Source: an optimization exercise on an open RTL-to-GDS flow (aim: small area, a short achievable clock period and few clock cycles per item). Production flows keep margins and buffers that such runs may drop. The RTL was checked by simulation tests, not by an equivalence proof against the original design. No run shown here takes its clock network from TritonCTS; it comes from the design's own scripts or RTL. The clock port is modelled as an ideal driver, which makes a skipped or thinned clock tree look cheaper than it is; a real chip needs a root buffer or a tree. No activity file was given, so power comes from the tool's default toggle rates.

`design/flow/flow/run.sh`:
```
#!/bin/bash
# Layout: the standard flow (standard.sh), with its synthesis unchanged and
# these ORFS settings for the later steps:
#  - port buffers of the smallest plain buffer (the resizer sizes them up as
#    timing needs) instead of the default delay-cell buffers;
#  - a two-level clock tree built by flow/mcts.tcl in place of TritonCTS
#    (PRE_CTS hook): the registers are split by position into groups, each
#    driven by a leaf clock buffer at its centre; the clock port drives a few
#    mid-level buffers, each driving the leaf buffers of neighbouring groups.
set -uo pipefail
export MCTS_GROUPS=8 MCTS_ROOT=2 MCTS_BUF=sky130_fd_sc_hd__clkbuf_8 MCTS_LPM=2 MCTS_MID=sky130_fd_sc_hd__clkbuf_8
EXTRA=("BUFFER_PORTS_ARGS=-buffer_cell sky130_fd_sc_hd__buf_1" "PRE_CTS_TCL=$PWD/flow/pre_cts.tcl")
bash standard.sh synth > synth.log 2>&1 || { tail -n 30 synth.log; exit 1; }
bash standard.sh "${EXTRA[@]}" finish > layout.log 2>&1 || { tail -n 30 layout.log; exit 1; }
```
`design/flow/flow/mcts.tcl`:
```
# Manual clock tree: the registers are split by position into MCTS_GROUPS
# groups (2 columns, then rows), each driven by one leaf clock buffer placed
# at the centre of its group. The leaf buffers are driven by the clock port
# directly, or, with MCTS_ROOT set, by one root buffer at their centre.
proc manual_cts {args} {
  set ngrp [expr {[info exists ::env(MCTS_GROUPS)] ? $::env(MCTS_GROUPS) : 4}]
  set root [expr {[info exists ::env(MCTS_ROOT)] ? $::env(MCTS_ROOT) : 0}]
  set bufm [expr {[info exists ::env(MCTS_BUF)] ? $::env(MCTS_BUF) : "sky130_fd_sc_hd__clkbuf_16"}]
  mcts_dissolve
  set block [ord::get_db_block]
  set clknet [$block findNet clk]
  set sinks {}
  foreach it [$clknet getITerms] {
    set inst [$it getInst]
    lassign [$inst getLocation] x y
    set w [[$inst getMaster] getWidth]
    lappend sinks [list $it [expr {$x + $w/2}] $y]
  }
  set n [llength $sinks]
  # split into two halves by x, then each half into ngrp/2 by y
  set byx [lsort -integer -index 1 $sinks]
  set groups {}
  set ncol [expr {$ngrp >= 4 ? 2 : 1}]
  if {$ngrp % $ncol} { error "manual_cts: MCTS_GROUPS must be even" }
  set nrow [expr {$ngrp / $ncol}]
  set per [expr {int(ceil(double($n) / $ncol))}]
  for {set c 0} {$c < $ncol} {incr c} {
    set col [lrange $byx [expr {$c*$per}] [expr {($c+1)*$per - 1}]]
    set col [lsort -integer -index 2 $col]
    set m [llength $col]
    set per2 [expr {int(ceil(double($m) / $nrow))}]
    for {set r 0} {$r < $nrow} {incr r} {
      lappend groups [lrange $col [expr {$r*$per2}] [expr {($r+1)*$per2 - 1}]]
    }
  }
  set master [[ord::get_db] findMaster $bufm]
  set drv $clknet
  if {$root == 2} {
    # one mid-level buffer per MCTS_LPM leaf groups, driven by the clock port
    set mids {}
    set lpm [expr {[info exists ::env(MCTS_LPM)] ? $::env(MCTS_LPM) : 2}]
    set midm [expr {[info exists ::env(MCTS_MID)] ? $::env(MCTS_MID) : "sky130_fd_sc_hd__clkbuf_16"}]
    for {set q 0} {$q < [llength $groups] / $lpm} {incr q} {
      set minst [odb::dbInst_create $block [[ord::get_db] findMaster $midm] "clkbuf_m_mid_$q"]
      set mnet [odb::dbNet_create $block "clknet_m_mid_$q"]
      $mnet setSigType CLOCK
      [$minst findITerm A] connect $clknet
      [$minst findITerm X] connect $mnet
      set pair [concat {*}[lrange $groups [expr {$lpm*$q}] [expr {$lpm*$q + $lpm - 1}]]]
      set sx 0; set sy 0
      foreach s $pair { set sx [expr {$sx + [lindex $s 1]}]; set sy [expr {$sy + [lindex $s 2]}] }
      $minst setLocation [expr {$sx / [llength $pair]}] [expr {$sy / [llength $pair]}]
      $minst setPlacementStatus PLACED
      lappend mids $mnet
    }
  }
  if {$root == 1} {
    set rinst [odb::dbInst_create $block [[ord::get_db] findMaster sky130_fd_sc_hd__clkbuf_16] "clkbuf_m_root"]
    set drv [odb::dbNet_create $block "clknet_m_root"]
    $drv setSigType CLOCK
    [$rinst findITerm A] connect $clknet
    [$rinst findITerm X] connect $drv
    set sx 0; set sy 0
    foreach s $sinks { set sx [expr {$sx + [lindex $s 1]}]; set sy [expr {$sy + [lindex $s 2]}] }
    $rinst setLocation [expr {$sx / $n}] [expr {$sy / $n}]
    $rinst setPlacementStatus PLACED
  }
  set k 0
  foreach g $groups {
    if {[llength $g] == 0} continue
    set sx 0; set sy 0
    foreach s $g { set sx [expr {$sx + [lindex $s 1]}]; set sy [expr {$sy + [lindex $s 2]}] }
    set cx [expr {$sx / [llength $g]}]; set cy [expr {$sy / [llength $g]}]
    set inst [odb::dbInst_create $block $master "clkbuf_m_$k"]
    set net [odb::dbNet_create $block "clknet_m_$k"]
    $net setSigType CLOCK
    foreach s $g { set it [lindex $s 0]; $it disconnect; $it connect $net }
    if {$root == 2} { set drv [lindex $mids [expr {$k / $lpm}]] }
    [$inst findITerm A] connect $drv
    [$inst findITerm X] connect $net
    $inst setLocation $cx $cy
    $inst setPlacementStatus PLACED
    puts "manual_cts: clkbuf_m_$k drives [llength $g] sinks at ($cx, $cy)"
    incr k
  }
  $clknet setSigType CLOCK
}

# Before placement: group the registers by function (each memory word with
# the words that share its first read-multiplexer level, the other registers
# spread evenly) and give each group a clock buffer, so that global placement
# pulls each group together. manual_cts replaces this tree by one grouped on
# the final register positions.
proc mcts_pregroup {} {
  set ngrp [expr {[info exists ::env(MCTS_GROUPS)] ? $::env(MCTS_GROUPS) : 4}]
  set bufm [expr {[info exists ::env(MCTS_BUF)] ? $::env(MCTS_BUF) : "sky130_fd_sc_hd__clkbuf_16"}]
  set block [ord::get_db_block]
  set clknet [$block findNet clk]
  set master [[ord::get_db] findMaster $bufm]
  set nets {}
  for {set k 0} {$k < $ngrp} {incr k} {
    set inst [odb::dbInst_create $block $master "clkbuf_p_$k"]
    set net [odb::dbNet_create $block "clknet_p_$k"]
    $net setSigType CLOCK
    [$inst findITerm A] connect $clknet
    [$inst findITerm X] connect $net
    $inst setDoNotTouch 1
    lappend nets $net
  }
  set wpg [expr {16 / $ngrp}]
  set rr 0
  foreach it [$clknet getITerms] {
    set inst [$it getInst]
    if {[string match clkbuf_p_* [$inst getName]]} continue
    if {[regexp {^mem\[([0-9]+)\]} [$inst getName] -> w]} {
      set g [expr {($w / $wpg) % $ngrp}]
    } else {
      set g [expr {$rr % $ngrp}]
      incr rr
    }
    $it disconnect
    $it connect [lindex $nets $g]
  }
}

# Undo mcts_pregroup: the registers go back onto the clock port's net.
proc mcts_dissolve {} {
  set block [ord::get_db_block]
  set clknet [$block findNet clk]
  foreach inst [$block getInsts] {
    if {![string match clkbuf_p_* [$inst getName]]} continue
    set net [[$inst findITerm X] getNet]
    foreach it [$net getITerms] {
      if {[$it getInst] eq $inst} continue
      $it disconnect
      $it connect $clknet
    }
    $inst setDoNotTouch 0
    odb::dbInst_destroy $inst
    odb::dbNet_destroy $net
  }
}
```
`design/flow/flow/pre_cts.tcl`:
```
# ORFS PRE_CTS hook: build the clock tree with manual_cts (mcts.tcl) in place
# of TritonCTS; the rest of the CTS step (placement legalisation, timing
# repair) runs as usual.
source [file join [file dirname [info script]] mcts.tcl]
proc clock_tree_synthesis {args} { manual_cts }
```
`design/flow/standard.sh`:
```
#!/bin/bash
# synth_recipe.tcl (not shown) runs the flow's synth.tcl, then flattens the netlist and writes it again
# the make line also repeats each setting of config.mk as NAME=value (left out here)
make -C /OpenROAD-flow-scripts/flow DESIGN_CONFIG=/design/flow/config.mk WORK_HOME=/design/flow/orfs CLKGATE_MAP_FILE= SYNTH_SCRIPT=/design/flow/synth_recipe.tcl "${@:-finish}"
```
`design/flow/config.mk`:
```
export PLATFORM = sky130hd
export DESIGN_NAME = crc_code_faulty_memory
export DESIGN_NICKNAME = crc_code_faulty_memory
export VERILOG_FILES = /design/flow/design.v
export SDC_FILE = /design/flow/constraint.sdc
export NUM_CORES = 4
export LEC_CHECK = 0
export CAP_MARGIN = 20
export CORE_MARGIN = 2
export CORE_UTILIZATION = 70
export PLACE_DENSITY = 0.8
export SETUP_SLACK_MARGIN = 4.0
export SLEW_MARGIN = 20
```
`design/flow/constraint.sdc`:
```
create_clock -name core_clock -period 6.0 [get_ports {clk}]
set_input_delay 1.2000 -clock core_clock [delete_from_list [all_inputs] [get_ports {clk}]]
set_output_delay 1.2000 -clock core_clock [all_outputs]
set_load 0.01 [all_outputs]
```
`design/flow/design.v`:
```
module crc_code_faulty_memory(
    input clk,
    input rst,
    input write,
    input read,
    input [7:0] data_in,
    input [3:0] addr_in,
    input [3:0] fault_addr,
    input [1:0] burst_error_length,
    input fault_enable,
    output mem_write_busy,
    output read_busy,
    output data_valid,
    output error_detected,
    output completed,
    output [7:0] data_out
);
    reg       wr_p;
    reg       rd_p;
    reg [3:0] addr_p;
    reg [7:0] wdata_p;
    reg [3:0] fault_addr_p;
    reg [1:0] burst_len_p;
    reg       fault_en_p;
    always @(posedge clk or posedge rst) begin
        if (rst)
            rd_p <= 1'b0;
        else
            rd_p <= read;
    end
    always @(posedge clk) begin
        wr_p         <= write;
        addr_p       <= addr_in;
        wdata_p      <= data_in;
        fault_addr_p <= fault_addr;
        burst_len_p  <= burst_error_length;
        fault_en_p   <= fault_enable;
    end
    reg [7:0] mem [0:15];
    always @(posedge clk) begin
        if (wr_p)
            mem[addr_p] <= wdata_p;
    end
    wire [4:0] burst_end = {1'b0, fault_addr_p} + {3'b000, burst_len_p};
    reg  [7:0] dmask;
    integer j;
    always @(*) begin
        for (j = 0; j < 8; j = j + 1)
            dmask[j] = fault_en_p && (fault_addr_p <= j + 4) && (burst_end >= j + 4);
    end
    wire err = fault_en_p && (fault_addr_p < 4'd12);
    reg       done_r, valid_r, error_r;
    reg [7:0] data_r;
    always @(posedge clk or posedge rst) begin
        if (rst)
            done_r <= 1'b0;
        else
            done_r <= rd_p;
    end
    always @(posedge clk) begin
        valid_r <= rd_p & ~err;
        error_r <= rd_p & err;
        data_r  <= mem[addr_p] ^ dmask;
    end
    assign mem_write_busy = 1'b0;
    assign read_busy      = 1'b0;
    assign completed      = done_r;
    assign data_valid     = valid_r;
    assign error_detected = error_r;
    assign data_out       = data_r;
endmodule
```
==> run_results.csv, run 1 <==
group,metric,value,unit
status,outcome,"complete, no violations",
worst_setup_path,cp-end-kind,"register",
timing,tightest_slew,723.4,ps
min_path,hold_class,"register to register",
pwr,clkPwrFrac,24.9,%
yosys,synth_edf_count,128,
floorplanning,rows,33,
yosys,ys_warn_count,1,
timing,slew_violations,0,
worst_setup_path,worstPathArrival,2180,ps
placed_design,dpl.cell_count,444,
global_route,antenna_found_initial,0,
worst_setup_path,crit_chain,"ha_1, fa_2, buf_4, o31a_1, o22ai_1, nor2_1, xor2_1",
worst_setup_path,critPathMaxFanout,6,
yosys,synthFlopType,"edfxtp_1",
routing,drt.antenna.violating_nets,0,
timing,tns,0,ps
timing,fin_ws,4005,ps
worst_setup_path,crit_type,"register to register",
global_route,overflow,0,
finish,n_antenna_cell,0,
global_route,grt_pass1_vias,2943,
worst_setup_path,slowest_delay,510,ps
timing,finClkSkew,13.42,ps
timing,hold_viol,0,
timing,fmax,501.2,MHz
finish,mostFrequentLayoutCells,"edfxtp_1 (128), mux4_2 (32), dfxtp_1 (26), buf_1 (23), a22oi_1 (16)",
pwr,p_leak,0.002113,uW
floorplanning,io_pins,36,
floorplanning,die_area,9282,sq um
yosys,synth.distinct_cells,38,
worst_setup_path,cpMaxStageDelayCell,"fa_2",
worst_setup_path,startpoint_type,"register",
finish,nNetsFinal,382,
global_route,grt_max_degree,40,
timing,final.period_utilization,33.26,%
worst_setup_path,r2r.worst_path.cells,7,
worst_setup_path,crit_required,6190,ps
clocking,clock_latency,290,ps
timing,setup_viol,0,
floorplanning,start_util,72.29,%
pwr,pwr-share-seq,68.1,%
routing,via_per_inst,6.353,
finish,final_core_util,77.88,%
pwr,internal_power,1477,uW
worst_setup_path,cpLargestDelayFamily,"adder cells",
worst_setup_path,path_buf_inv,1,
pwr,p_sw_share,20.17,%
pwr,ir_drop,0.1959,mV
finish,final_common_cell,"edfxtp_1",
run,drv_cap,0,
placed_design,hpwl,7.045,mm
timing,timing.slew.headroom,51.60,%
routing,wl_per_cell,22.56,um
floorplanning,dieHeight,96.35,um
min_path,hold_depth,0,
worst_setup_path,crit_cells,7,
yosys,ys_seq_area_share,75.29,%
finish,drive_gt1_share,22.88,%
routing,route.detailed.drc,0,
yosys,synth_area,5969,sq um
routing,via_count,2916,
timing,rsz0062_at_grt,"true",
yosys,avgSynthCellArea,18.89,sq um
routing,drt-initial-drc-count,229,
pwr,p_per_area,287.6,nW/um^2
finish,finalNonFillerCells,459,
floorplanning,core-area,8258,sq um
floorplanning,die_w,96.35,um
routing,routed_wl,10.36,mm
clocking,clkSlewWorstSetupHoldPaths,110,ps
global_route,grtUsageTotal,23.04,%
clocking,cts_hold_buf,0,
pwr,combPwrFrac,7.0,%
finish,syn_to_final_growth,7.734,%
timing,hold_slack,421.0,ps
timing,fin_crit,1995,ps
yosys,ys_async_sr_fraction,1.250,%
placed_design,numPortBuffers,33,
placed_design,dp_worst_setup_slack,3737,ps
yosys,synth_cells,316,
yosys,synth-seq-cells,160,
placed_design,routabilityCongestion,0.7533,
pwr,switchingPower,373.1,uW
routing,first_pass_iters,4,
global_route,grt_pass1_wl,15.61,mm
[power groups by stage]
stage / logic [uW] / registers (uW) / clock network [uW]
2_1_floorplan: 85.8 / 1280 / 0
3_3_place_gp: 117 / 1280 / 0
3_5_place_dp: 120 / 1290 / 0
4_1_cts: 122 / 1290 / 357
5_1_grt: 141 / 1270 / 506
6_report: 130 / 1260 / 460
[worst paths after layout]
path,slack [ps],startpoint,endpoint
setup / recovery,4000,fault_addr_p[0],data_r[5]
hold / removal,420,rd_p,done_r
setup reg to reg,4000,fault_addr_p[0],data_r[5]
hold reg to reg,420,rd_p,done_r
max in group asynchronous,5180,rst,rd_p
min in group asynchronous,710,rst,done_r
[state kept, by name, summed over array words and instances, names as in the netlist]
signal,count
rd_p,1
burst_len_p,2
mem,128
wr_p,1
done_r,1
fault_en_p,1
addr_p,4
valid_r,1
data_r,8
fault_addr_p,4
wdata_p,8
error_r,1
[stage by stage]
stage / power [uW] / instance area [sq um]
after detailed placement: 1406 / 6181
final: 1850 / 6431
after floorplan: 1364 / 5973
after CTS: 1765 / 6365
after global routing: 1912 / 6431
after global placement: 1400 / 6181
[synth_stat cells, types with 3 or more instances]
cell type	instances	area share, %
a22oi_1	16	2.0
nor3_1	4	0.34
and3_1	3	0.31
xor2_1	4	0.59
xnor2_1	5	0.73
mux4_2	32	12
a21oi_1	5	0.42
nor2_1	17	1.1
clkbuf_1	8	0.50
buf_2	3	0.25
buf_4	3	0.38
nand3_1	3	0.25
nand2b_1	5	0.52
o21ai_0	6	0.50
dfxtp_1	30	10
edfxtp_1	128	64
nand2_1	14	0.88
[per-layer routing]
| metal | wire length (um) | GRT usage (%) | share of wire [%] | vias to the layer above |
|---|---|---|---|---|
| met1 | 4142 | 31.29 | 40 | 1461 |
| li1 | - | - | - | 1313 |
| met2 | 5470 | 41.44 | 53 | 125 |
| met5 | 0 | 0 | 0 | - |
| met3 | 513 | 1.566 | 5.0 | 17 |
| met4 | 229 | 5.869 | 2.2 | 0 |
[final cells by class]
class,count,area (sq um)
timing repair buffer,42,216.5
fill,441,1827
sequential,160,4499
buffer,12,165.2
multi-input combinational,139,1415
inverter,1,3.754
tap,105,131.4
[kinds of logic after synthesis]
logic type	share of synthesized area (%)
XOR/XNOR	1.320
AO/OA/AOI/OAI	4.066
buffers and inverters	1.635
adder cells (fa/ha/maj)	0.7545
other	0.06282
multiplexers	12.43
flip-flops	75.29
AND/OR/NAND/NOR	4.443
[timing repair]
item                       4_1_cts  5_1_grt
pin swaps                        0        2
buffers inserted                 0        3
setup endpoints to repair       96       85
gates resized for setup          8       23
Testbench counts, summed over its fixed seeds: cycles 4,806, items 4,800.
==> run 2: changes to the inputs <==
--- a/design/flow/flow/run.sh
+++ b/design/flow/flow/run.sh
@@ -9,5 +9,5 @@
 #    mid-level buffers, each driving the leaf buffers of neighbouring groups.
 set -uo pipefail
-export MCTS_GROUPS=8 MCTS_ROOT=2 MCTS_BUF=sky130_fd_sc_hd__clkbuf_8 MCTS_LPM=2 MCTS_MID=sky130_fd_sc_hd__clkbuf_8
+export MCTS_GROUPS=12 MCTS_ROOT=2 MCTS_BUF=sky130_fd_sc_hd__clkbuf_8 MCTS_LPM=3 MCTS_MID=sky130_fd_sc_hd__clkbuf_16
 EXTRA=("BUFFER_PORTS_ARGS=-buffer_cell sky130_fd_sc_hd__buf_1" "PRE_CTS_TCL=$PWD/flow/pre_cts.tcl")
 bash standard.sh synth > synth.log 2>&1 || { tail -n 30 synth.log; exit 1; }
==> run 2 against run 1 <==
  * Combinational power decreased by 3%
  * Critical path type unchanged
  * Total power is 7.2% higher
  * Die area did not move
  * Sequential power is essentially flat
  * Flip-flop and latch count unchanged
  * First-iteration DRC count rose by 3.5%
  * Still clean
  * Hold slack worse by 22 ps
==> run_results.csv, run 2 <==
group,metric,value,unit
status,outcome,"complete, no violations",
finish,syn_to_final_growth,8.950,%
worst_setup_path,cp-end-kind,"register",
timing,timing.slew.headroom,52.31,%
finish,largest_reg_flops,128,
timing,final.period_utilization,32.59,%
yosys,yosysTopAreaCell,"edfxtp_1",
placed_design,routabilityCongestion,0.7533,
worst_setup_path,startpoint_type,"register",
global_route,grt_pass1_wl,15.92,mm
yosys,synthFlopType,"edfxtp_1",
global_route,grtUsageTotal,23.74,%
routing,drt.antenna.violating_nets,0,
timing,fin_crit,1955,ps
timing,hold_viol,0,
routing,routed_wl,10.62,mm
worst_setup_path,cpMaxStageDelayCell,"fa_2",
floorplanning,core-area,8258,sq um
min_path,whs_endpoint,"done_r",
finish,nNetsFinal,384,
floorplanning,die_w,96.35,um
worst_setup_path,r2r.worst_path.cells,6,
yosys,ys_async_sr_fraction,1.250,%
pwr,ir_drop,0.2239,mV
timing,setup_viol,0,
run,drv_cap,0,
yosys,avgSynthCellArea,18.89,sq um
worst_setup_path,crit_chain,"ha_2, fa_2, o21ai_0, a211oi_1, o21ai_1, xnor2_1",
worst_setup_path,crit_type,"register to register",
floorplanning,dieHeight,96.35,um
routing,drt-initial-drc-count,237,
yosys,synth_cells,316,
worst_setup_path,path_buf_inv,0,
routing,first_pass_iters,5,
global_route,busiest_layer,"met2",
global_route,grtUsageMet2,41.96,%
worst_setup_path,critPathMaxFanout,7,
floorplanning,io_pins,36,
yosys,synth_most_common_cell,"edfxtp_1",
yosys,synth_area_leaders,"edfxtp_1 (64%), mux4_2 (12%), dfxtp_1 (10%)",
worst_setup_path,worstPathArrival,2120,ps
pwr,p_leak,0.002128,uW
pwr,p_per_area,305.0,nW/um^2
worst_setup_path,crit_required,6170,ps
global_route,use_met3,2.349,%
floorplanning,die_area,9282,sq um
finish,n_antenna_cell,0,
timing,rsz0062_at_grt,"true",
yosys,synth_top_cell_area_share,64.39,%
finish,reg.largest.list,"mem x128, data_r x8, wdata_p x8",
placed_design,numPortBuffers,33,
yosys,synth-seq-cells,160,
yosys,synth_area,5969,sq um
timing,slew_violations,0,
global_route,antenna_found_initial,0,
floorplanning,rows,33,
yosys,ys_warn_count,1,
placed_design,dp_worst_setup_slack,3737,ps
routing,via_per_inst,6.434,
placed_design,hpwl,7.045,mm
timing,tightest_slew,712.8,ps
routing,route.detailed.drc,0,
yosys,synth.distinct_cells,38,
timing,finClkSkew,21.08,ps
global_route,overflow,0,
yosys,yosys-top-cells-count,"edfxtp_1 (128), mux4_2 (32), dfxtp_1 (30)",
floorplanning,start_util,72.29,%
min_path,hold_depth,0,
timing,tns,0,ps
finish,drive_gt1_share,20.79,%
global_route,grt_max_degree,40,
routing,wl_per_cell,23.04,um
yosys,synth_edf_count,128,
clocking,clock_latency,270,ps
worst_setup_path,rr_endpoint,"data_r[6]",
pwr,power,1983,uW
worst_setup_path,rrSetupSlack,4040,ps
global_route,grt_pass1_vias,2955,
min_path,hp-start,"rd_p",
finish,mostFrequentLayoutCells,"edfxtp_1 (128), mux4_2 (32), buf_1 (30), dfxtp_1 (28), a22oi_1 (16)",
timing,fin_ws,4045,ps
global_route,global_route.usage.met1,32.58,%
min_path,hold_class,"register to register",
worst_setup_path,slowest_delay,620,ps
worst_setup_path,cpLargestDelayFamily,"adder cells",
finish,final_common_cell,"edfxtp_1",
timing,fmax,511.4,MHz
worst_setup_path,timing.rr.start,"fault_addr_p[0]",
finish,fillCellCount,439,
clocking,clkSlewWorstSetupHoldPaths,90,ps
routing,via_count,2966,
yosys,ys_seq_area_share,75.29,%
finish,top_register,"mem",
-- run 2: changes by cell type in the layout (fill, tap and decap cells not counted) --
cell,delta
buf_1,+7
buf_4,-2
clkbuf_16,+4
clkbuf_2,-7
dfxtp_1,+2
dfxtp_2,-2
ha_1,-1
ha_2,+1
o21ai_1,+1
o21ai_2,-1
-- run 2: kinds of logic after synthesis --
group           Yosys count  share of synthesized area [%]
compound gates           36                          4.066
xor+xnor                  9                          1.320
fa+ha+maj                 3                         0.7545
buf+inv                  18                          1.635
flops                   160                          75.29
mux                      34                          12.43
other cells               1                        0.06282
simple gates             55                          4.443
-- run 2: cell type report --
class	instances	area, sq um	area share, %
Multi-Input combinational cell	139	1414	21.74
Timing Repair Buffer	40	192.7	2.963
Sequential cell	160	4497	69.14
Inverter	1	3.754	0.05771
Tap cell	105	131.4	2.020
Buffer	16	265.3	4.078
-- run 2: stage by stage --
stage | hold slack (ps) | utilization, % | instances | instance area [sq um]
2_1_floorplan | 360.8 | - | 317 | 5973
3_3_place_gp | 388.8 | 74.85 | 444 | 6181
3_5_place_dp | 397.8 | 74.85 | 444 | 6181
4_1_cts | 405.7 | 78.29 | 460 | 6465
5_1_grt | 409.1 | 78.76 | 461 | 6504
6_report | 399.4 | 78.76 | 461 | 6504
-- run 2: what timing repair did --
action                     CTS  global route
setup endpoints to repair   88            71
hold buffers                 0             0
resized for setup            8            14
pin swaps                    0             2
gates cloned                 0             0
buffers inserted             0             1
-- run 2: worst max-delay path by stage --
stage	startpoint	endpoint	cells after the start
finish	fault_addr_p[0]	data_r[6]	6
CTS	addr_p[1]	mem[2][6]	3
global route	fault_addr_p[0]	data_r[1]	6
detailed placement	addr_p[0]	mem[11][0]	3
global placement	addr_p[0]	mem[11][2]	3
floorplan	fault_addr_p[0]	data_r[6]	7
-- run 2: metal layers --
metal | wire [um] | up-vias | part of all wire [%]
met3 | 607 | 21 | 5.7
met5 | 0 | - | 0
li1 | - | 1317 | -
met2 | 5587 | 128 | 53
met1 | 4185 | 1500 | 39
met4 | 240 | 0 | 2.3
-- run 2: power breakdown --
| part | switching [uW] | total, uW | internal (uW) |
|---|---|---|---|
| clock network | 299 | 597 | 298 |
| logic | 67.6 | 126 | 58.9 |
| registers | 27.3 | 1260 | 1230 |
==> run 3: changes to the inputs <==
--- a/design/flow/design.v
+++ b/design/flow/design.v
@@ -42,10 +42,16 @@
             mem[addr_p] <= wdata_p;
     end
-    wire [4:0] burst_end = {1'b0, fault_addr_p} + {3'b000, burst_len_p};
-    reg  [7:0] dmask;
+    wire [15:0] start_at = 16'd1 << fault_addr_p;
+    wire        len_ge1  = |burst_len_p;
+    wire        len_ge2  = burst_len_p[1];
+    wire        len_eq3  = &burst_len_p;
+    reg  [7:0]  dmask;
     integer j;
     always @(*) begin
         for (j = 0; j < 8; j = j + 1)
-            dmask[j] = fault_en_p && (fault_addr_p <= j + 4) && (burst_end >= j + 4);
+            dmask[j] = fault_en_p && (start_at[j + 4] ||
+                                      (start_at[j + 3] && len_ge1) ||
+                                      (start_at[j + 2] && len_ge2) ||
+                                      (start_at[j + 1] && len_eq3));
     end
     wire err = fault_en_p && (fault_addr_p < 4'd12);
--- a/design/flow/flow/run.sh
+++ b/design/flow/flow/run.sh
@@ -9,5 +9,5 @@
 #    mid-level buffers, each driving the leaf buffers of neighbouring groups.
 set -uo pipefail
-export MCTS_GROUPS=12 MCTS_ROOT=2 MCTS_BUF=sky130_fd_sc_hd__clkbuf_8 MCTS_LPM=3 MCTS_MID=sky130_fd_sc_hd__clkbuf_16
+export MCTS_GROUPS=8 MCTS_ROOT=2 MCTS_BUF=sky130_fd_sc_hd__clkbuf_8 MCTS_LPM=2 MCTS_MID=sky130_fd_sc_hd__clkbuf_8
 EXTRA=("BUFFER_PORTS_ARGS=-buffer_cell sky130_fd_sc_hd__buf_1" "PRE_CTS_TCL=$PWD/flow/pre_cts.tcl")
 bash standard.sh synth > synth.log 2>&1 || { tail -n 30 synth.log; exit 1; }
--- a/design/flow/config.mk
+++ b/design/flow/config.mk
@@ -10,4 +10,4 @@
 export CORE_UTILIZATION = 70
 export PLACE_DENSITY = 0.8
-export SETUP_SLACK_MARGIN = 4.0
+export SETUP_SLACK_MARGIN = 4.1
 export SLEW_MARGIN = 20
==> run 3 against run 2 <==
  * Utilization about the same
  * Worst setup slack worse by 19 ps
  * Hold slack better by 9.8 ps
  * Sequential power about the same
  * Area after synthesis down 0.34%
  * Combinational power down 3%
  * Die area down 0.32%
  * Largest power group unchanged
==> run_results.csv, run 3 <==
group,metric,value,unit
placed_design,hpwl,6.573,mm
floorplanning,rows,33,
floorplanning,die_w,96.19,um
pwr,ir_drop,0.1836,mV
timing,tns,0,ps
floorplanning,core-area,8217,sq um
timing,timing.slew.headroom,53.73,%
global_route,grtUsageTotal,23.41,%
yosys,synth-seq-cells,160,
finish,finalNonFillerCells,447,
yosys,synth-compound-area-share,3.722,%
finish,largest_reg_flops,128,
timing,setup_viol,0,
worst_setup_path,cpLargestDelayFamily,"flip-flops",
yosys,synth.area.mux_share,12.81,%
yosys,ys_async_sr_fraction,1.250,%
yosys,synth_xor_area_share,1.178,%
run,drv_cap,0,
yosys,yosysTopAreaCell,"edfxtp_1",
finish,reg.largest.list,"mem x128, data_r x8, wdata_p x8",
yosys,synth_cells,307,
timing,fin_crit,1975,ps
worst_setup_path,cpMaxStageDelayCell,"dfrtp_1",
timing,fin_ws,4026,ps
floorplanning,io_pins,36,
worst_setup_path,startpoint_type,"register",
finish,final_core_util,78.76,%
yosys,avgSynthCellArea,19.38,sq um
finish,nNetsFinal,367,
timing,fmax,506.5,MHz
finish,syn_to_final_growth,8.770,%
global_route,grtUsageMet2,38.25,%
finish,design_area,6471,sq um
global_route,overflow,0,
status,outcome,"complete, no violations",
yosys,synthAdderAreaFrac,0,%
yosys,synth_edf_count,128,
finish,drive_gt1_share,21.93,%
global_route,use_met3,3.681,%
global_route,grt_pass1_vias,2729,
yosys,synth.distinct_cells,36,
clocking,clkSlewWorstSetupHoldPaths,110,ps
finish,final_common_cell,"edfxtp_1",
timing,final.period_utilization,32.91,%
timing,finClkSkew,27.89,ps
global_route,antenna_found_initial,0,
timing,slew_violations,0,
yosys,ys_seq_area_share,75.54,%
placed_design,routabilityCongestion,0.7391,
clocking,cts_hold_buf,0,
yosys,synth_top_family_by_area,"multiplexers",
worst_setup_path,crit_required,4800,ps
routing,via_count,2895,
yosys,synth_most_common_cell,"edfxtp_1",
clocking,post-cts-setup-buffers,0,
yosys,synth_area_leaders,"edfxtp_1 (65%), dfxtp_1 (10%), mux4_2 (7.9%)",
placed_design,dp_worst_setup_slack,3793,ps
clocking,clock_latency,300,ps
timing,tightest_slew,692.7,ps
worst_setup_path,crit_chain,"buf_1",
finish,mostFrequentLayoutCells,"edfxtp_1 (128), buf_1 (23), mux4_2 (21), dfxtp_1 (20), a22oi_1 (15)",
routing,drt.antenna.violating_nets,0,
yosys,synth_top_cell_area_share,64.61,%
pwr,p_leak,0.002102,uW
worst_setup_path,crit_start,"done_r",
worst_setup_path,path_buf_inv,1,
routing,drt-initial-drc-count,246,
pwr,p_per_area,285.0,nW/um^2
timing,rsz0062_at_grt,"true",
worst_setup_path,cp-end-kind,"output pin",
timing,hold_viol,0,
finish,top_register,"mem",
routing,wl_per_cell,24.13,um
worst_setup_path,timing.rr.start,"addr_p[2]",
routing,first_pass_iters,5,
yosys,synthSimpleGateAreaFrac,4.648,%
worst_setup_path,critPathMaxFanout,1,
placed_design,dpl.cell_count,434,
routing,via_per_inst,6.477,
placed_design,placed_cell_area,6130,sq um
worst_setup_path,slowest_delay,380,ps
min_path,hold_class,"register to register",
yosys,yosys-top-cells-count,"edfxtp_1 (128), dfxtp_1 (30), mux4_2 (21)",
yosys,synth_area,5949,sq um
routing,route.detailed.drc,0,
finish,n_antenna_cell,0,
global_route,global_route.usage.met1,34.50,%
routing,routed_wl,10.79,mm
floorplanning,die_area,9253,sq um
worst_setup_path,worstPathArrival,770,ps
floorplanning,start_util,72.41,%
floorplanning,dieHeight,96.19,um
yosys,ys_warn_count,1,
global_route,grt_pass1_wl,15.45,mm
finish,fillCellCount,408,
worst_setup_path,crit_type,"register to output pin",
global_route,grt_max_degree,40,
yosys,synthFlopType,"edfxtp_1",
min_path,hp-start,"rd_p",
global_route,busiest_layer,"met2",
placed_design,numPortBuffers,33,
run 3: cell count changes in the layout (fill, tap and decap cells not counted), moves of 4 or more:
cell / before / now
xor2_1: 4 / 0
mux4_1: 0 / 11
buf_6: 0 / 10
dfxtp_2: 2 / 10
mux4_2: 32 / 21
nand2b_1: 5 / 9
buf_1: 30 / 23
dfxtp_1: 28 / 20
nor2_1: 8 / 3
run 3: power by group:
group | switching [uW] | leakage, uW | internal, uW | total (uW)
clock | 278 | 0.0000863 | 182 | 460
sequential | 29.5 | 0.00143 | 1230 | 1260
combinational | 59.9 | 0.000582 | 62.0 | 122
run 3: final cells by class:
cell class	count	area [sq um]	share of cell area (%)
buffer	12	165.2	2.552
sequential	160	4507	69.64
inverter	1	3.754	0.05800
tap	105	131.4	2.030
multi-input combinational	130	1393	21.52
timing repair buffer	39	271.5	4.196
run 3: final timing paths:
kind	end	slack, ps	cells after the start
min reg2reg	done_r	410	0
min	done_r	410	0
min in group asynchronous	rd_p	720	2
max in group asynchronous	done_r	5180	2
max reg2reg	mem[0][4]	4110	2
max	completed	4030	1
run 3: layer usage:
layer	vias up	part of all wire, %
li1	1283	-
met1	1462	40
met2	131	49
met3	19	7.3
met4	0	2.8
met5	-	0
run 3: what timing repair did:
item / CTS / global route
gates cloned: 0 / 1
pin swaps: 0 / 0
endpoints found under the setup margin: 116 / 93
gates resized for setup: 13 / 47
run 3: logic make-up after synthesis:
| family | Yosys count |
|---|---|
| compound gates | 33 |
| xor+xnor | 8 |
| buf+inv | 18 |
| flops | 160 |
| mux | 32 |
| other cells | 1 |
| simple gates | 55 |
run 3: per-stage QoR:
| stage | total power [uW] | hold slack, ps |
|---|---|---|
| floorplan | 1350 | 360.8 |
| global placement | 1383 | 371.7 |
| detailed placement | 1387 | 390.6 |
| CTS | 1748 | 388.7 |
| global route | 1900 | 454.0 |
| finish | 1844 | 409.2 |
Testbench counts of run 3, summed over its fixed seeds: cycles 4,806, items 4,800.
==> run 4: changes to the inputs <==
--- a/design/flow/config.mk
+++ b/design/flow/config.mk
@@ -10,4 +10,4 @@
 export CORE_UTILIZATION = 70
 export PLACE_DENSITY = 0.8
-export SETUP_SLACK_MARGIN = 4.1
+export SETUP_SLACK_MARGIN = 4.25
 export SLEW_MARGIN = 20
==> run 4 against run 3 <==
  * Still clean on timing, DRC and antenna
  * Clock skew decreased by 8.9 ps
  * Worst setup slack got worse by 11 ps
  * Critical path depth stayed put
  * Critical path type unchanged
  * Highest routed layer unchanged
==> run_results.csv, run 4 <==
group,metric,value,unit
finish,mostFrequentLayoutCells,"edfxtp_1 (128), mux4_2 (27), buf_1 (22), dfxtp_1 (20)",
floorplanning,die_w,96.19,um
worst_setup_path,cpLargestDelayFamily,"flip-flops",
pwr,p_per_area,278.3,nW/um^2
global_route,grtUsageTotal,24.54,%
floorplanning,dieHeight,96.19,um
yosys,ys_async_sr_fraction,1.250,%
timing,finClkSkew,18.95,ps
routing,first_pass_iters,6,
floorplanning,core-area,8217,sq um
yosys,synthAdderAreaFrac,0,%
yosys,synth-seq-cells,160,
clocking,clock_latency,300,ps
global_route,grt_pass1_wl,16.17,mm
run,drv_cap,0,
floorplanning,rows,33,
finish,top_register,"mem",
yosys,synth_top_cell_area_share,64.61,%
routing,wl_per_cell,25.81,um
timing,final.period_utilization,33.10,%
timing,rsz0062_at_grt,"true",
routing,via_per_inst,6.565,
worst_setup_path,cpMaxStageDelayCell,"dfrtp_1",
finish,nNetsFinal,377,
yosys,yosys-top-cells-count,"edfxtp_1 (128), dfxtp_1 (30), mux4_2 (21)",
yosys,synth_edf_count,128,
placed_design,routabilityCongestion,0.7322,
yosys,synth_area,5949,sq um
finish,largest_reg_flops,128,
placed_design,hpwl,6.626,mm
yosys,ys_warn_count,1,
status,outcome,"complete, no violations",
floorplanning,start_util,72.41,%
timing,hold_viol,0,
worst_setup_path,cp-end-kind,"output pin",
clocking,clkSlewWorstSetupHoldPaths,110,ps
placed_design,numPortBuffers,33,
routing,route.detailed.drc,0,
finish,final_common_cell,"edfxtp_1",
timing,timing.slew.headroom,41.63,%
yosys,synth_area_leaders,"edfxtp_1 (65%), dfxtp_1 (10%), mux4_2 (7.9%)",
routing,routed_wl,11.80,mm
floorplanning,die_area,9253,sq um
yosys,synth.distinct_cells,36,
yosys,synth-compound-area-share,3.722,%
worst_setup_path,crit_type,"register to output pin",
min_path,hold_class,"register to register",
yosys,synth_most_common_cell,"edfxtp_1",
timing,fmax,503.5,MHz
finish,reg.largest.list,"mem x128, data_r x8, wdata_p x8",
placed_design,dpl.cell_count,433,
finish,n_antenna_cell,0,
global_route,antenna_found_initial,0,
yosys,synth_xor_area_share,1.178,%
worst_setup_path,critPathMaxFanout,1,
pwr,ir_drop,0.2804,mV
yosys,avgSynthCellArea,19.38,sq um
finish,drive_gt1_share,30.97,%
yosys,yosysTopAreaCell,"edfxtp_1",
finish,finalNonFillerCells,457,
timing,setup_viol,0,
worst_setup_path,crit_required,4800,ps
worst_setup_path,worstPathArrival,790,ps
worst_setup_path,path_buf_inv,1,
worst_setup_path,crit_chain,"clkbuf_2",
finish,final_core_util,82.09,%
timing,tns,0,ps
worst_setup_path,startpoint_type,"register",
finish,syn_to_final_growth,13.38,%
pwr,p_leak,0.002186,uW
yosys,synth.area.mux_share,12.81,%
clocking,cts_hold_buf,0,
yosys,synth_cells,307,
routing,drt.antenna.violating_nets,0,
yosys,synthSimpleGateAreaFrac,4.648,%
routing,drt-initial-drc-count,260,
yosys,synth_top_family_by_area,"multiplexers",
yosys,ys_seq_area_share,75.54,%
global_route,grt_pass1_vias,2881,
global_route,grt_max_degree,40,
timing,fin_crit,1986,ps
yosys,synthFlopType,"edfxtp_1",
worst_setup_path,slowest_delay,380,ps
timing,tightest_slew,872.4,ps
global_route,overflow,0,
timing,slew_violations,0,
floorplanning,io_pins,36,
routing,via_count,3000,
-- run 4: layout make-up --
type,count,area (sq um)
Sequential cell,160,4509
Multi-Input combinational cell,130,1493
Fill cell,396,1471
Timing Repair Buffer,49,442.9
Buffer,12,165.2
Tap cell,105,131.4
Inverter,1,3.754
-- run 4: worst paths after layout --
check,slack (ps),startpoint,end,cells after the start
min reg2reg,410,rd_p,done_r,0
min,410,rd_p,done_r,0
max,4010,done_r,completed,1
max reg2reg,4200,addr_p[2],mem[12][6],2
max in group asynchronous,5170,rst,done_r,2
min in group asynchronous,720,rst,rd_p,2
-- run 4: logic make-up after synthesis --
kind of cell,count (synthesis)
flops,160
simple gates,55
compound gates,33
mux,32
buf+inv,18
xor+xnor,8
other cells,1
-- run 4: metal layers --
layer | track usage (%) | part of all wire, % | vias up
li1 | - | - | 1300
met1 | 36.51 | 40 | 1536
met2 | 40.45 | 51 | 143
met3 | 2.819 | 6.4 | 21
met4 | 5.238 | 2.2 | 0
met5 | 0 | 0 | -
-- run 4: through the flow --
stage,setup WS (ps),power [uW],hold slack (ps),area (sq um)
global placement,3816,1383,375.2,6127
global route,3967,1936,427.4,6745
finish,4014,1877,410.4,6745
detailed placement,3773,1388,390.8,6132
floorplan,4253,1350,360.8,5958
CTS,4101,1756,390.8,6435
-- run 4: where the power goes --
group / switching (uW) / internal, uW / leakage, uW
combinational: 69.8 / 76.9 / 0.000666
clock: 283 / 182 / 0.0000863
sequential: 32.4 / 1230 / 0.00143
total: 385 / 1490 / 0.00219
-- run 4: timing repair --
item | CTS | global route
gates cloned | 2 | 4
resized for setup | 25 | 71
pin swaps | 2 | 9
setup endpoints to repair | 112 | 91
setup buffers | 0 | 6
==> run 5: changes to the inputs <==
--- a/design/flow/design.v
+++ b/design/flow/design.v
@@ -19,8 +19,5 @@
     reg       rd_p;
     reg [3:0] addr_p;
-    reg [7:0] wdata_p;
-    reg [3:0] fault_addr_p;
-    reg [1:0] burst_len_p;
-    reg       fault_en_p;
+    reg [7:0] pay_p;
     always @(posedge clk or posedge rst) begin
         if (rst)
@@ -30,11 +27,12 @@
     end
     always @(posedge clk) begin
-        wr_p         <= write;
-        addr_p       <= addr_in;
-        wdata_p      <= data_in;
-        fault_addr_p <= fault_addr;
-        burst_len_p  <= burst_error_length;
-        fault_en_p   <= fault_enable;
+        wr_p   <= write;
+        addr_p <= addr_in;
+        pay_p  <= read ? {1'b0, fault_enable, burst_error_length, fault_addr} : data_in;
     end
+    wire [7:0] wdata_p      = pay_p;
+    wire [3:0] fault_addr_p = pay_p[3:0];
+    wire [1:0] burst_len_p  = pay_p[5:4];
+    wire       fault_en_p   = pay_p[6];
     reg [7:0] mem [0:15];
     always @(posedge clk) begin
==> design/flow/flow/run.sh (replaced) <==
#!/bin/bash
# Layout: the standard flow (standard.sh), with its synthesis unchanged and
# these ORFS settings for the later steps:
#  - port buffers of the smallest plain buffer (the resizer sizes them up as
#    timing needs) instead of the default delay-cell buffers;
#  - a two-level clock tree of inverters built by flow/mcts.tcl in place of TritonCTS
#    (PRE_CTS hook): the registers are split by position into groups, each
#    driven by a leaf clock buffer at its centre; the clock port drives a few
#    mid-level buffers, each driving the leaf buffers of neighbouring groups.
set -uo pipefail
export MCTS_GROUPS=8 MCTS_ROOT=2 MCTS_BUF=sky130_fd_sc_hd__clkinv_8 MCTS_LPM=2 MCTS_MID=sky130_fd_sc_hd__clkinv_8
EXTRA=("BUFFER_PORTS_ARGS=-buffer_cell sky130_fd_sc_hd__buf_1" "PRE_CTS_TCL=$PWD/flow/pre_cts.tcl")
bash standard.sh synth > synth.log 2>&1 || { tail -n 30 synth.log; exit 1; }
bash standard.sh "${EXTRA[@]}" finish > layout.log 2>&1 || { tail -n 30 layout.log; exit 1; }
--- a/design/flow/flow/mcts.tcl
+++ b/design/flow/flow/mcts.tcl
@@ -46,5 +46,5 @@
       $mnet setSigType CLOCK
       [$minst findITerm A] connect $clknet
-      [$minst findITerm X] connect $mnet
+      [mcts_out $minst] connect $mnet
       set pair [concat {*}[lrange $groups [expr {$lpm*$q}] [expr {$lpm*$q + $lpm - 1}]]]
       set sx 0; set sy 0
@@ -60,5 +60,5 @@
     $drv setSigType CLOCK
     [$rinst findITerm A] connect $clknet
-    [$rinst findITerm X] connect $drv
+    [mcts_out $rinst] connect $drv
     set sx 0; set sy 0
     foreach s $sinks { set sx [expr {$sx + [lindex $s 1]}]; set sy [expr {$sy + [lindex $s 2]}] }
@@ -78,5 +78,5 @@
     if {$root == 2} { set drv [lindex $mids [expr {$k / $lpm}]] }
     [$inst findITerm A] connect $drv
-    [$inst findITerm X] connect $net
+    [mcts_out $inst] connect $net
     $inst setLocation $cx $cy
     $inst setPlacementStatus PLACED
@@ -104,5 +104,5 @@
     $net setSigType CLOCK
     [$inst findITerm A] connect $clknet
-    [$inst findITerm X] connect $net
+    [mcts_out $inst] connect $net
     $inst setDoNotTouch 1
     lappend nets $net
@@ -130,5 +130,5 @@
   foreach inst [$block getInsts] {
     if {![string match clkbuf_p_* [$inst getName]]} continue
-    set net [[$inst findITerm X] getNet]
+    set net [[mcts_out $inst] getNet]
     foreach it [$net getITerms] {
       if {[$it getInst] eq $inst} continue
@@ -141,2 +141,9 @@
   }
 }
+
+# Output pin of a clock buffer (X) or inverter (Y).
+proc mcts_out {inst} {
+  set it [$inst findITerm X]
+  if {$it eq "NULL" || $it eq ""} { set it [$inst findITerm Y] }
+  return $it
+}
--- a/design/flow/config.mk
+++ b/design/flow/config.mk
@@ -10,4 +10,4 @@
 export CORE_UTILIZATION = 70
 export PLACE_DENSITY = 0.8
-export SETUP_SLACK_MARGIN = 4.25
+export SETUP_SLACK_MARGIN = 4.1
 export SLEW_MARGIN = 20
==> run 5 against run 4 <==
  * First-iteration DRC count grew 0.38%
  * Global-route usage decreased by 0.29 points
  * Die area down 0.84%
  * Largest power group unchanged
  * Cell area fell by 5.4%
  * Highest routed layer unchanged
  * Sequential share of layout area up 1.5 points
  * Sequential power shrank 3%
  * Final cell count shrank 1.5%
  * Maximum frequency grew 7.7%
  * Critical endpoint unchanged
  * Synthesized cell count rose by 0.65%
  * Flip-flop and latch count is 7 lower
  * Total power is 4.5% lower
==> run_results.csv, run 5 <==
group,metric,value,unit
worst_setup_path,cpMaxStageDelayCell,"dfrtp_1",
status,outcome,"complete, no violations",
run,drv_cap,0,
yosys,ys_warn_count,1,
timing,finClkSkew,10.22,ps
finish,final_common_cell,"edfxtp_1",
finish,fillCellCount,443,
min_path,hold_class,"register to register",
yosys,synth_most_common_cell,"edfxtp_1",
routing,via_per_inst,6.604,
worst_setup_path,cp-end-kind,"output pin",
finish,n_antenna_cell,0,
timing,hold_viol,0,
min_path,hold_depth,0,
finish,largest_reg_flops,128,
clocking,post-cts-setup-buffers,0,
global_route,antenna_found_initial,0,
worst_setup_path,timing.rr.start,"addr_p[0]",
worst_setup_path,worstPathArrival,640,ps
routing,via_count,2972,
yosys,synth_cells,309,
placed_design,numPortBuffers,33,
timing,tightest_slew,940.2,ps
floorplanning,start_util,72.13,%
timing,setup_viol,0,
finish,drive_gt1_share,18.84,%
yosys,yosysTopAreaCell,"edfxtp_1",
timing,fmax,542.3,MHz
routing,drt.antenna.violating_nets,0,
floorplanning,core-area,8175,sq um
floorplanning,die_w,95.79,um
yosys,synthFlopType,"edfxtp_1",
placed_design,routabilityCongestion,0.7593,
worst_setup_path,rrSetupSlack,4170,ps
yosys,avgSynthCellArea,19.08,sq um
yosys,yosys-top-cells-count,"edfxtp_1 (128), dfxtp_1 (23), mux4_2 (21)",
routing,drt-initial-drc-count,261,
worst_setup_path,slowest_delay,390,ps
routing,routed_wl,11.30,mm
timing,tns,0,ps
timing,final.period_utilization,30.73,%
global_route,grt_max_degree,40,
routing,route.detailed.drc,0,
timing,timing.slew.headroom,37.23,%
worst_setup_path,crit_type,"register to output pin",
timing,rsz0062_at_grt,"false",
finish,top_register,"mem",
finish,syn_to_final_growth,8.190,%
yosys,synth.distinct_cells,36,
clocking,clkSlewWorstSetupHoldPaths,60,ps
yosys,synth_edf_count,128,
routing,first_pass_iters,5,
floorplanning,rows,33,
finish,nNetsFinal,370,
global_route,grt_pass1_wl,16.03,mm
global_route,grt_pass1_vias,2931,
yosys,ys_seq_area_share,73.84,%
min_path,hp-start,"rd_p",
yosys,synth_top_cell_area_share,65.18,%
worst_setup_path,crit_chain,"buf_1",
worst_setup_path,r2r.worst_path.cells,5,
global_route,grtUsageTotal,24.25,%
placed_design,hpwl,6.763,mm
timing,fin_crit,1844,ps
finish,finalNonFillerCells,450,
pwr,p_leak,0.002013,uW
global_route,overflow,0,
yosys,ys_async_sr_fraction,1.307,%
timing,slew_violations,0,
worst_setup_path,rr_endpoint,"data_r[6]",
finish,final_core_util,78.04,%
min_path,whs_endpoint,"done_r",
worst_setup_path,startpoint_type,"register",
pwr,ir_drop,0.1696,mV
placed_design,dpl.cell_count,436,
worst_setup_path,critPathMaxFanout,1,
worst_setup_path,crit_required,4800,ps
finish,mostFrequentLayoutCells,"edfxtp_1 (128), buf_1 (32), mux4_2 (21), dfxtp_1 (19), a22oi_1 (16)",
finish,reg.largest.list,"mem x128, data_r x8, pay_p x8",
floorplanning,die_area,9175,sq um
worst_setup_path,path_buf_inv,1,
yosys,synth-seq-cells,153,
worst_setup_path,cpLargestDelayFamily,"flip-flops",
pwr,p_per_area,280.9,nW/um^2
floorplanning,io_pins,36,
yosys,synth_area,5897,sq um
floorplanning,dieHeight,95.79,um
routing,wl_per_cell,25.12,um
yosys,synth_area_leaders,"edfxtp_1 (65%), mux4_2 (8.0%), dfxtp_1 (7.8%)",
clocking,clock_latency,140,ps
run 5: changes by cell type after synthesis, sizes merged:
cell / previous run / this run
and2b: 1 / 0
clkbuf: 8 / 9
dfxtp: 30 / 23
mux2: 0 / 7
nor2b: 2 / 4
run 5: power breakdown:
group | total [uW] | switching [uW] | internal [uW]
registers | 1230 | 37.4 | 1190
logic | 127 | 67.7 | 59.4
clock network | 435 | 345 | 90.6
total | 1790 | 450 | 1340
run 5: how the worst max path moves through the flow:
stage	cells past startpoint	end	slack (ps)	from
6_report	1	completed	4160	done_r
5_1_grt	5	data_r[7]	4100	addr_p[0]
4_1_cts	3	mem[6][6]	3970	addr_p[1]
3_5_place_dp	5	data_r[6]	3830	addr_p[0]
3_3_place_gp	5	data_r[6]	3820	addr_p[0]
2_1_floorplan	2	mem[0][0]	4160	addr_p[2]
run 5: cell families (layout without fill, tap and decap cells):
| logic type | after synthesis | in the layout | share of synthesized area, % |
|---|---|---|---|
| muxes | 39 | 39 | 14.26 |
| other | 1 | 2 | 0.06359 |
| AOI/OAI and AO/OA | 33 | 33 | 3.756 |
| and+or+nand+nor | 56 | 56 | 4.774 |
| DFF | 153 | 153 | 73.84 |
| buffers and inverters | 19 | 54 | 2.122 |
| xor gates and xnor gates | 8 | 8 | 1.188 |
run 5: area by class of cell:
class                           count  area (sq um)  area share (%)
Sequential cell                   153          4359           68.33
Multi-Input combinational cell    138          1451           22.75
Timing Repair Buffer               41         239.0           3.746
Inverter                           13         198.9           3.118
Tap cell                          105         131.4           2.059
run 5: metal layers:
metal | up-vias | wire length, um | GRT usage (%)
li1 | 1296 | - | -
met1 | 1527 | 4743 | 38.68
met2 | 134 | 5693 | 39.16
met3 | 15 | 657 | 0.7831
met4 | 0 | 209 | 4.881
met5 | - | 0 | 0
run 5: through the flow:
step                      total power [uW]  hold slack (ps)  worst slack, ps  area, sq um
after detailed placement              1372            395.4             3835         6086
after floorplan                       1325            360.8             4164         5902
after global routing                  1851            458.1             4101         6380
final                                 1792            432.8             4156         6380
after CTS                             1723            395.4             3967         6312
after global placement                1363            370.5             3823         6073
run 5: repair_timing:
action,4_1_cts,5_1_grt
cloned,0,2
resized for setup,11,8
setup endpoints to repair,111,87
hold buffers,0,0
endpoints found under the hold margin,0,0
Testbench counts of run 5, summed over its fixed seeds: cycles 4,806, items 4,800.
==> run 6: changes to the inputs <==
--- a/design/flow/config.mk
+++ b/design/flow/config.mk
@@ -10,4 +10,4 @@
 export CORE_UTILIZATION = 70
 export PLACE_DENSITY = 0.8
-export SETUP_SLACK_MARGIN = 4.1
+export SETUP_SLACK_MARGIN = 4.2
 export SLEW_MARGIN = 20
==> run 6 against run 5 <==
  * Critical path depth grew 2
  * Global-route usage rose by 1.4 points
  * Flip-flop and latch count is the same
  * Still clean on timing, DRC and antenna
  * Register-to-register slack worse by 30 ps
  * Maximum frequency decreased by 0.87%
  * Clock power is 2% lower
  * Die area did not move
  * Clock skew increased by 2.5 ps
  * Hold slack worse by 42 ps
==> run_results.csv, run 6 <==
group,metric,value,unit
worst_setup_path,crit_chain,"buf_6, nand2b_1, nor2_1",
timing,final.period_utilization,31.00,%
routing,via_per_inst,6.790,
yosys,synth_top_cell_area_share,65.18,%
floorplanning,die_area,9175,sq um
yosys,synth_cells,309,
worst_setup_path,path_buf_inv,1,
yosys,ys_async_sr_fraction,1.307,%
worst_setup_path,cpMaxStageDelayCell,"nor2_1",
worst_setup_path,cp-end-kind,"register",
placed_design,placed_cell_area,6073,sq um
routing,route.detailed.drc,0,
min_path,hold_class,"register to register",
placed_design,hpwl,6.798,mm
finish,design_area,6541,sq um
yosys,synth_area,5897,sq um
finish,mostFrequentLayoutCells,"edfxtp_1 (128), mux4_2 (22), buf_1 (21), nand2_1 (13), dfxtp_2 (13)",
routing,drt.antenna.violating_nets,0,
floorplanning,start_util,72.13,%
global_route,antenna_found_initial,0,
finish,reg.largest.list,"mem x128, data_r x8, pay_p x8",
placed_design,dpl.cell_count,433,
yosys,yosysTopAreaCell,"edfxtp_1",
status,outcome,"complete, no violations",
run,drv_cap,0,
global_route,busiest_layer,"met2",
finish,drive_gt1_share,27.95,%
yosys,avgSynthCellArea,19.08,sq um
global_route,grt_pass1_wl,16.72,mm
finish,syn_to_final_growth,10.93,%
clocking,clock_latency,130,ps
worst_setup_path,timing.rr.start,"addr_p[1]",
timing,hold_viol,0,
timing,slew_violations,0,
finish,nNetsFinal,372,
worst_setup_path,cpLargestDelayFamily,"simple AND/OR/NAND/NOR gates",
finish,n_antenna_cell,0,
yosys,synth_edf_count,128,
routing,wl_per_cell,26.11,um
finish,seqCellArea,4374,sq um
finish,fillCellCount,405,
worst_setup_path,crit_type,"register to register",
finish,finalNonFillerCells,452,
worst_setup_path,worstPathArrival,1620,ps
yosys,yosys-top-cells-count,"edfxtp_1 (128), dfxtp_1 (23), mux4_2 (21)",
global_route,use_met3,1.958,%
worst_setup_path,crit_start,"addr_p[1]",
finish,top_register,"mem",
placed_design,numPortBuffers,33,
routing,drt-initial-drc-count,358,
pwr,p_per_area,275.7,nW/um^2
worst_setup_path,slowest_delay,670,ps
global_route,grtUsageMet2,41.43,%
worst_setup_path,startpoint_type,"register",
yosys,ys_seq_area_share,73.84,%
worst_setup_path,critPathMaxFanout,39,
yosys,synth_area_leaders,"edfxtp_1 (65%), mux4_2 (8.0%), dfxtp_1 (7.8%)",
timing,timing.slew.headroom,41.06,%
global_route,overflow,0,
clocking,clkSlewWorstSetupHoldPaths,70,ps
timing,setup_viol,0,
global_route,global_route.usage.met1,39.53,%
timing,tns,0,ps
routing,via_count,3069,
floorplanning,rows,33,
timing,tightest_slew,882.9,ps
yosys,synth-seq-cells,153,
timing,rsz0062_at_grt,"true",
global_route,grtUsageTotal,25.68,%
pwr,p_leak,0.002087,uW
min_path,hp-start,"rd_p",
yosys,ys_warn_count,1,
finish,multi_input_area,1494,sq um
floorplanning,dieHeight,95.79,um
placed_design,routabilityCongestion,0.7715,
timing,fmax,537.6,MHz
routing,first_pass_iters,5,
yosys,synth.distinct_cells,36,
worst_setup_path,crit_required,5760,ps
routing,routed_wl,11.80,mm
global_route,grt_max_degree,40,
floorplanning,core-area,8175,sq um
yosys,synth_most_common_cell,"edfxtp_1",
finish,largest_reg_flops,128,
global_route,grt_pass1_vias,2854,
yosys,synthFlopType,"edfxtp_1",
timing,finClkSkew,12.70,ps
floorplanning,die_w,95.79,um
pwr,ir_drop,0.2318,mV
floorplanning,io_pins,36,
finish,final_common_cell,"edfxtp_1",
timing,fin_crit,1860,ps
[run 6: metal layers]
layer / share of wire, % / up-vias / routed length, um
met5: 0 / - / 0
met4: 2.1 / 0 / 248
met3: 7.9 / 20 / 937
met2: 51 / 175 / 6032
met1: 39 / 1564 / 4583
li1: - / 1310 / -
[run 6: final cells by class]
cell class	count	area share (%)
flip-flops and latches	153	66.87
multi-input cells	138	22.84
inverters	13	3.041
repair buffers	43	5.241
well taps	105	2.008
[run 6: path summary, 6_finish.rpt]
kind / to / slack, ps / cells after the start
setup / recovery: mem[9][1] / 4140 / 3
hold / removal: done_r / 390 / 0
setup reg to reg: mem[9][1] / 4140 / 3
hold reg to reg: done_r / 390 / 0
max in group asynchronous: done_r / 5010 / 2
min in group asynchronous: rd_p / 890 / 2
[run 6: cell families (layout without fill, tap and decap cells)]
family | after synthesis | after routing | synth area share [%]
DFF | 153 | 153 | 73.84
other | 1 | 2 | 0.06359
muxes | 39 | 39 | 14.26
AOI/OAI and AO/OA | 33 | 33 | 3.756
and+or+nand+nor | 56 | 56 | 4.774
buffers and inverters | 19 | 56 | 2.122
xor gates and xnor gates | 8 | 8 | 1.188
[run 6: worst reg2reg max path: stages (launching register included)]
cell      delay [ps]
dfxtp_1          320
buf_6            220
nand2b_1         280
nor2_1           670
[run 6: report_power, final]
part           leakage [uW]  switching, uW  internal, uW
Combinational      0.000647           69.0          71.9
Clock             0.0000827            336          90.5
Sequential          0.00136           41.8          1190
[run 6: what timing repair did]
action / CTS / global route
gates cloned: 2 / 2
gates resized for setup: 23 / 40
pin swaps: 0 / 5
setup endpoints to repair: 120 / 122
hold buffers: 0 / 0
buffers inserted: 0 / 3
[run 6: through the flow]
stage | hold WS [ps] | utilization (%) | total power, uW | worst slack, ps
after floorplan | 360.8 | - | 1325 | 4202
after global placement | 371.4 | 74.17 | 1365 | 3840
after detailed placement | 378.6 | 74.29 | 1372 | 3824
after CTS | 378.6 | 78.18 | 1731 | 4103
after global routing | 411.9 | 80.01 | 1870 | 4099
final | 391.0 | 80.01 | 1803 | 4140
==> run 7: changes to the inputs <==
==> design/flow/flow/run.sh (replaced) <==
#!/bin/bash
# Layout: the standard flow (standard.sh), with its synthesis unchanged and
# these ORFS settings for the later steps:
#  - port buffers of the smallest plain buffer (the resizer sizes them up as
#    timing needs) instead of the default delay-cell buffers;
#  - a two-level clock tree built by flow/mcts.tcl in place of TritonCTS
#    (PRE_CTS hook): the registers are split by position into groups, each
#    driven by a leaf clock buffer at its centre; the clock port drives a few
#    mid-level buffers, each driving the leaf buffers of neighbouring groups.
set -uo pipefail
export MCTS_GROUPS=8 MCTS_ROOT=2 MCTS_BUF=sky130_fd_sc_hd__inv_8 MCTS_LPM=2 MCTS_MID=sky130_fd_sc_hd__inv_8
EXTRA=("BUFFER_PORTS_ARGS=-buffer_cell sky130_fd_sc_hd__buf_1" "PRE_CTS_TCL=$PWD/flow/pre_cts.tcl")
bash standard.sh synth > synth.log 2>&1 || { tail -n 30 synth.log; exit 1; }
bash standard.sh "${EXTRA[@]}" finish > layout.log 2>&1 || { tail -n 30 layout.log; exit 1; }
--- a/design/flow/config.mk
+++ b/design/flow/config.mk
@@ -6,8 +6,9 @@
 export NUM_CORES = 4
 export LEC_CHECK = 0
+export ABC_AREA = 1
 export CAP_MARGIN = 20
 export CORE_MARGIN = 2
 export CORE_UTILIZATION = 70
 export PLACE_DENSITY = 0.8
-export SETUP_SLACK_MARGIN = 4.2
+export SETUP_SLACK_MARGIN = 4.1
 export SLEW_MARGIN = 20
==> run 7 against run 6 <==
  * Final cell count grew 81%
  * Sequential share of layout area fell by 4.3 points
  * Synthesized cell count grew 120%
  * Via count is 47% higher
  * Critical path depth unchanged
  * Clock skew decreased by 3.8 ps
  * Hold slack better by 38 ps
  * Total power up 0.41%
  * Wire length up 13%
  * Global-route usage rose by 1.5 points
  * Worst setup slack better by 37 ps
  * Critical path type unchanged
  * Largest power group unchanged
==> run_results.csv, run 7 <==
group,metric,value,unit
routing,drt-initial-drc-count,348,
placed_design,hpwl,8.576,mm
global_route,antenna_found_initial,0,
timing,finClkSkew,8.930,ps
timing,hold_viol,0,
yosys,synthFlopType,"edfxtp_1",
pwr,internal_power,1327,uW
global_route,grtUsageTotal,27.22,%
clocking,cts_hold_buf,0,
finish,seqCellArea,4355,sq um
worst_setup_path,cp-end-kind,"register",
pwr,p_leak,0.002964,uW
global_route,overflow,0,
routing,via_count,4510,
finish,drive_gt1_share,8.074,%
finish,mostFrequentLayoutCells,"nand2_1 (391), edfxtp_1 (128), buf_1 (32), inv_1 (24)",
floorplanning,die_w,99.96,um
finish,fillCellCount,607,
yosys,ys_seq_area_share,67.55,%
yosys,ys_warn_count,1,
routing,drt.antenna.violating_nets,0,
timing,fmax,548.5,MHz
floorplanning,core-area,9065,sq um
yosys,avgSynthCellArea,9.522,sq um
yosys,synth.distinct_cells,19,
timing,slew_violations,0,
yosys,yosys-top-cells-count,"nand2_1 (391), edfxtp_1 (128), nor2_1 (38)",
placed_design,numPortBuffers,33,
clocking,clock_latency,120,ps
placed_design,dp_worst_setup_slack,3190,ps
pwr,p_sw_share,26.69,%
routing,wl_per_cell,16.33,um
routing,via_per_inst,5.520,
floorplanning,die_area,9992,sq um
worst_setup_path,crit_required,5800,ps
routing,route.detailed.drc,0,
placed_design,dpl.cell_count,805,
yosys,synth_most_common_cell,"nand2_1",
finish,syn_to_final_growth,7.939,%
global_route,grt_max_degree,68,
floorplanning,io_pins,36,
status,outcome,"complete, no violations",
finish,finalNonFillerCells,817,
yosys,synth_area_leaders,"edfxtp_1 (60%), nand2_1 (23%), dfxtp_1 (7.1%)",
yosys,synth_cells,677,
finish,final_common_cell,"nand2_1",
yosys,synth_area,6446,sq um
pwr,ir_drop,0.2141,mV
finish,top_register,"mem",
pwr,p_per_area,260.2,nW/um^2
run,drv_cap,0,
timing,final.period_utilization,30.39,%
min_path,hold_class,"register to register",
timing,rsz0062_at_grt,"true",
worst_setup_path,critPathMaxFanout,9,
pwr,pwr-share-seq,66.6,%
yosys,synth_edf_count,128,
yosys,synth-seq-cells,153,
timing,fin_crit,1823,ps
yosys,ys_async_sr_fraction,1.307,%
routing,routed_wl,13.34,mm
worst_setup_path,crit_type,"register to register",
timing,timing.slew.headroom,55.76,%
placed_design,routabilityCongestion,0.9361,
yosys,yosysTopAreaCell,"edfxtp_1",
pwr,combPwrFrac,10.6,%
worst_setup_path,crit_chain,"nor2_1, inv_1, nor2_4",
routing,first_pass_iters,5,
pwr,clkPwrFrac,22.8,%
finish,largest_reg_flops,128,
global_route,grt_pass1_vias,4336,
clocking,clkSlewWorstSetupHoldPaths,90,ps
floorplanning,start_util,71.11,%
floorplanning,dieHeight,99.96,um
finish,reg.largest.list,"mem x128, data_r x8, pay_p x8",
finish,nNetsFinal,731,
worst_setup_path,startpoint_type,"register",
timing,tightest_slew,662.7,ps
finish,multi_input_area,1989,sq um
worst_setup_path,slowest_delay,490,ps
yosys,synth_top_cell_area_share,59.63,%
finish,n_antenna_cell,0,
global_route,grt_pass1_wl,20.94,mm
timing,tns,0,ps
clocking,post-cts-setup-buffers,0,
worst_setup_path,worstPathArrival,1630,ps
worst_setup_path,cpMaxStageDelayCell,"nor2_1",
timing,setup_viol,0,
timing,fin_ws,4177,ps
pwr,switchingPower,483.3,uW
floorplanning,rows,35,
## run 7: path summary, 6_finish.rpt
path	to	slack, ps	cells past startpoint	start
hold / removal	done_r	430	0	rd_p
max in group asynchronous	done_r	5010	2	rst
hold reg to reg	done_r	430	0	rd_p
setup reg to reg	mem[1][4]	4180	3	addr_p[2]
setup / recovery	mem[1][4]	4180	3	addr_p[2]
min in group asynchronous	rd_p	890	2	rst
## run 7: worst max-delay path: cells and delay by family, from the launching register on
family        cells  cell delay (ps)
buf+inv           1              330
flops             1              350
simple gates      2              810
## run 7: cells by family after synthesis
group	after synthesis	share of synthesized area, %
multiplexers	7	1.223
buffers and inverters	57	3.746
AO/OA/AOI/OAI	17	1.397
other	1	0.05817
flip-flops	153	67.55
AND/OR/NAND/NOR	442	26.03
## run 7: routing by layer
metal	up-vias	share of wire [%]	GRT usage (%)
met1	2053	42	38.41
met3	30	7.7	1.950
li1	2222	-	-
met4	0	3.0	8.219
met2	205	48	46.41
met5	-	0	0
## run 7: per-stage QoR
| step | instance area, sq um | util (%) | power, uW | hold slack, ps |
|---|---|---|---|---|
| 2_1_floorplan | 6451 | - | 1346 | 353.7 |
| 3_3_place_gp | 6656 | 73.43 | 1404 | 410.4 |
| 3_5_place_dp | 6656 | 73.43 | 1409 | 413.2 |
| 4_1_cts | 6892 | 76.02 | 1738 | 420.9 |
| 5_1_grt | 6958 | 76.76 | 1870 | 436.1 |
| 6_report | 6958 | 76.76 | 1811 | 429.5 |
## run 7: area by class of cell
| class | instances | share of cell area, % |
|---|---|---|
| sequential | 153 | 62.60 |
| multi-input combinational | 468 | 28.59 |
| tap | 111 | 1.996 |
| inverter | 43 | 3.866 |
| timing repair buffer | 42 | 2.949 |
## run 7: what timing repair did
item / in CTS / in global routing
pin swaps: 0 / 0
resized for setup: 31 / 16
setup endpoints to repair: 143 / 136
## run 7: power by group through the flow
stage               Sequential (uW)  Clock [uW]  Combinational, uW
floorplan                      1240           0                107
global placement               1230           0                179
detailed placement             1230           0                182
CTS                            1230         324                188
global route                   1210         449                215
finish                         1210         413                193

-- afterwards: timing with drivers on the ports --
In the flow no input, the clock included, has a driving cell. The finished layouts below were timed again as built, in two steps.
Step 1 (the two cells are an assumption about what drives the block):
set clk [get_ports {clk}]
set_driving_cell -lib_cell sky130_fd_sc_hd__clkbuf_16 $clk
set_driving_cell -lib_cell sky130_fd_sc_hd__buf_2 [delete_from_list [all_inputs] $clk]
Step 2 also shifts input and output timing later by t, the mid clock arrival at the registers, as if the neighbouring blocks saw the same clock.
a / b / c = ideal ports / drivers / drivers and shift; a / b = the first two.
run | shift t [ns] | slack for setup (ns) | worst setup path at the end | cell pins on the clock port's net
run 1 | 0.350 | 4.005 / 3.949 / 4.005 | register to register | 4
run 2 | 0.350 | 4.045 / 3.960 / 4.045 | register to register | 4
run 3 | 0.359 | 4.025 / 3.957 / 4.106 | register to register | 4
run 4 | 0.357 | 4.014 / 3.945 / 4.199 | register to register | 4
run 5 | 0.267 | 4.156 / 4.019 / 4.141 | input to register | 4
run 6 | 0.267 | 4.140 / 4.059 / 4.140 | register to register | 4
run 7 | 0.243 | 4.177 / 4.056 / 4.132 | input to register | 4
After both steps setup and hold are still met in every run listed. The setup slack of run 7, which loses most, moves by -0.121 ns with the drivers and by -0.045 ns with both steps.
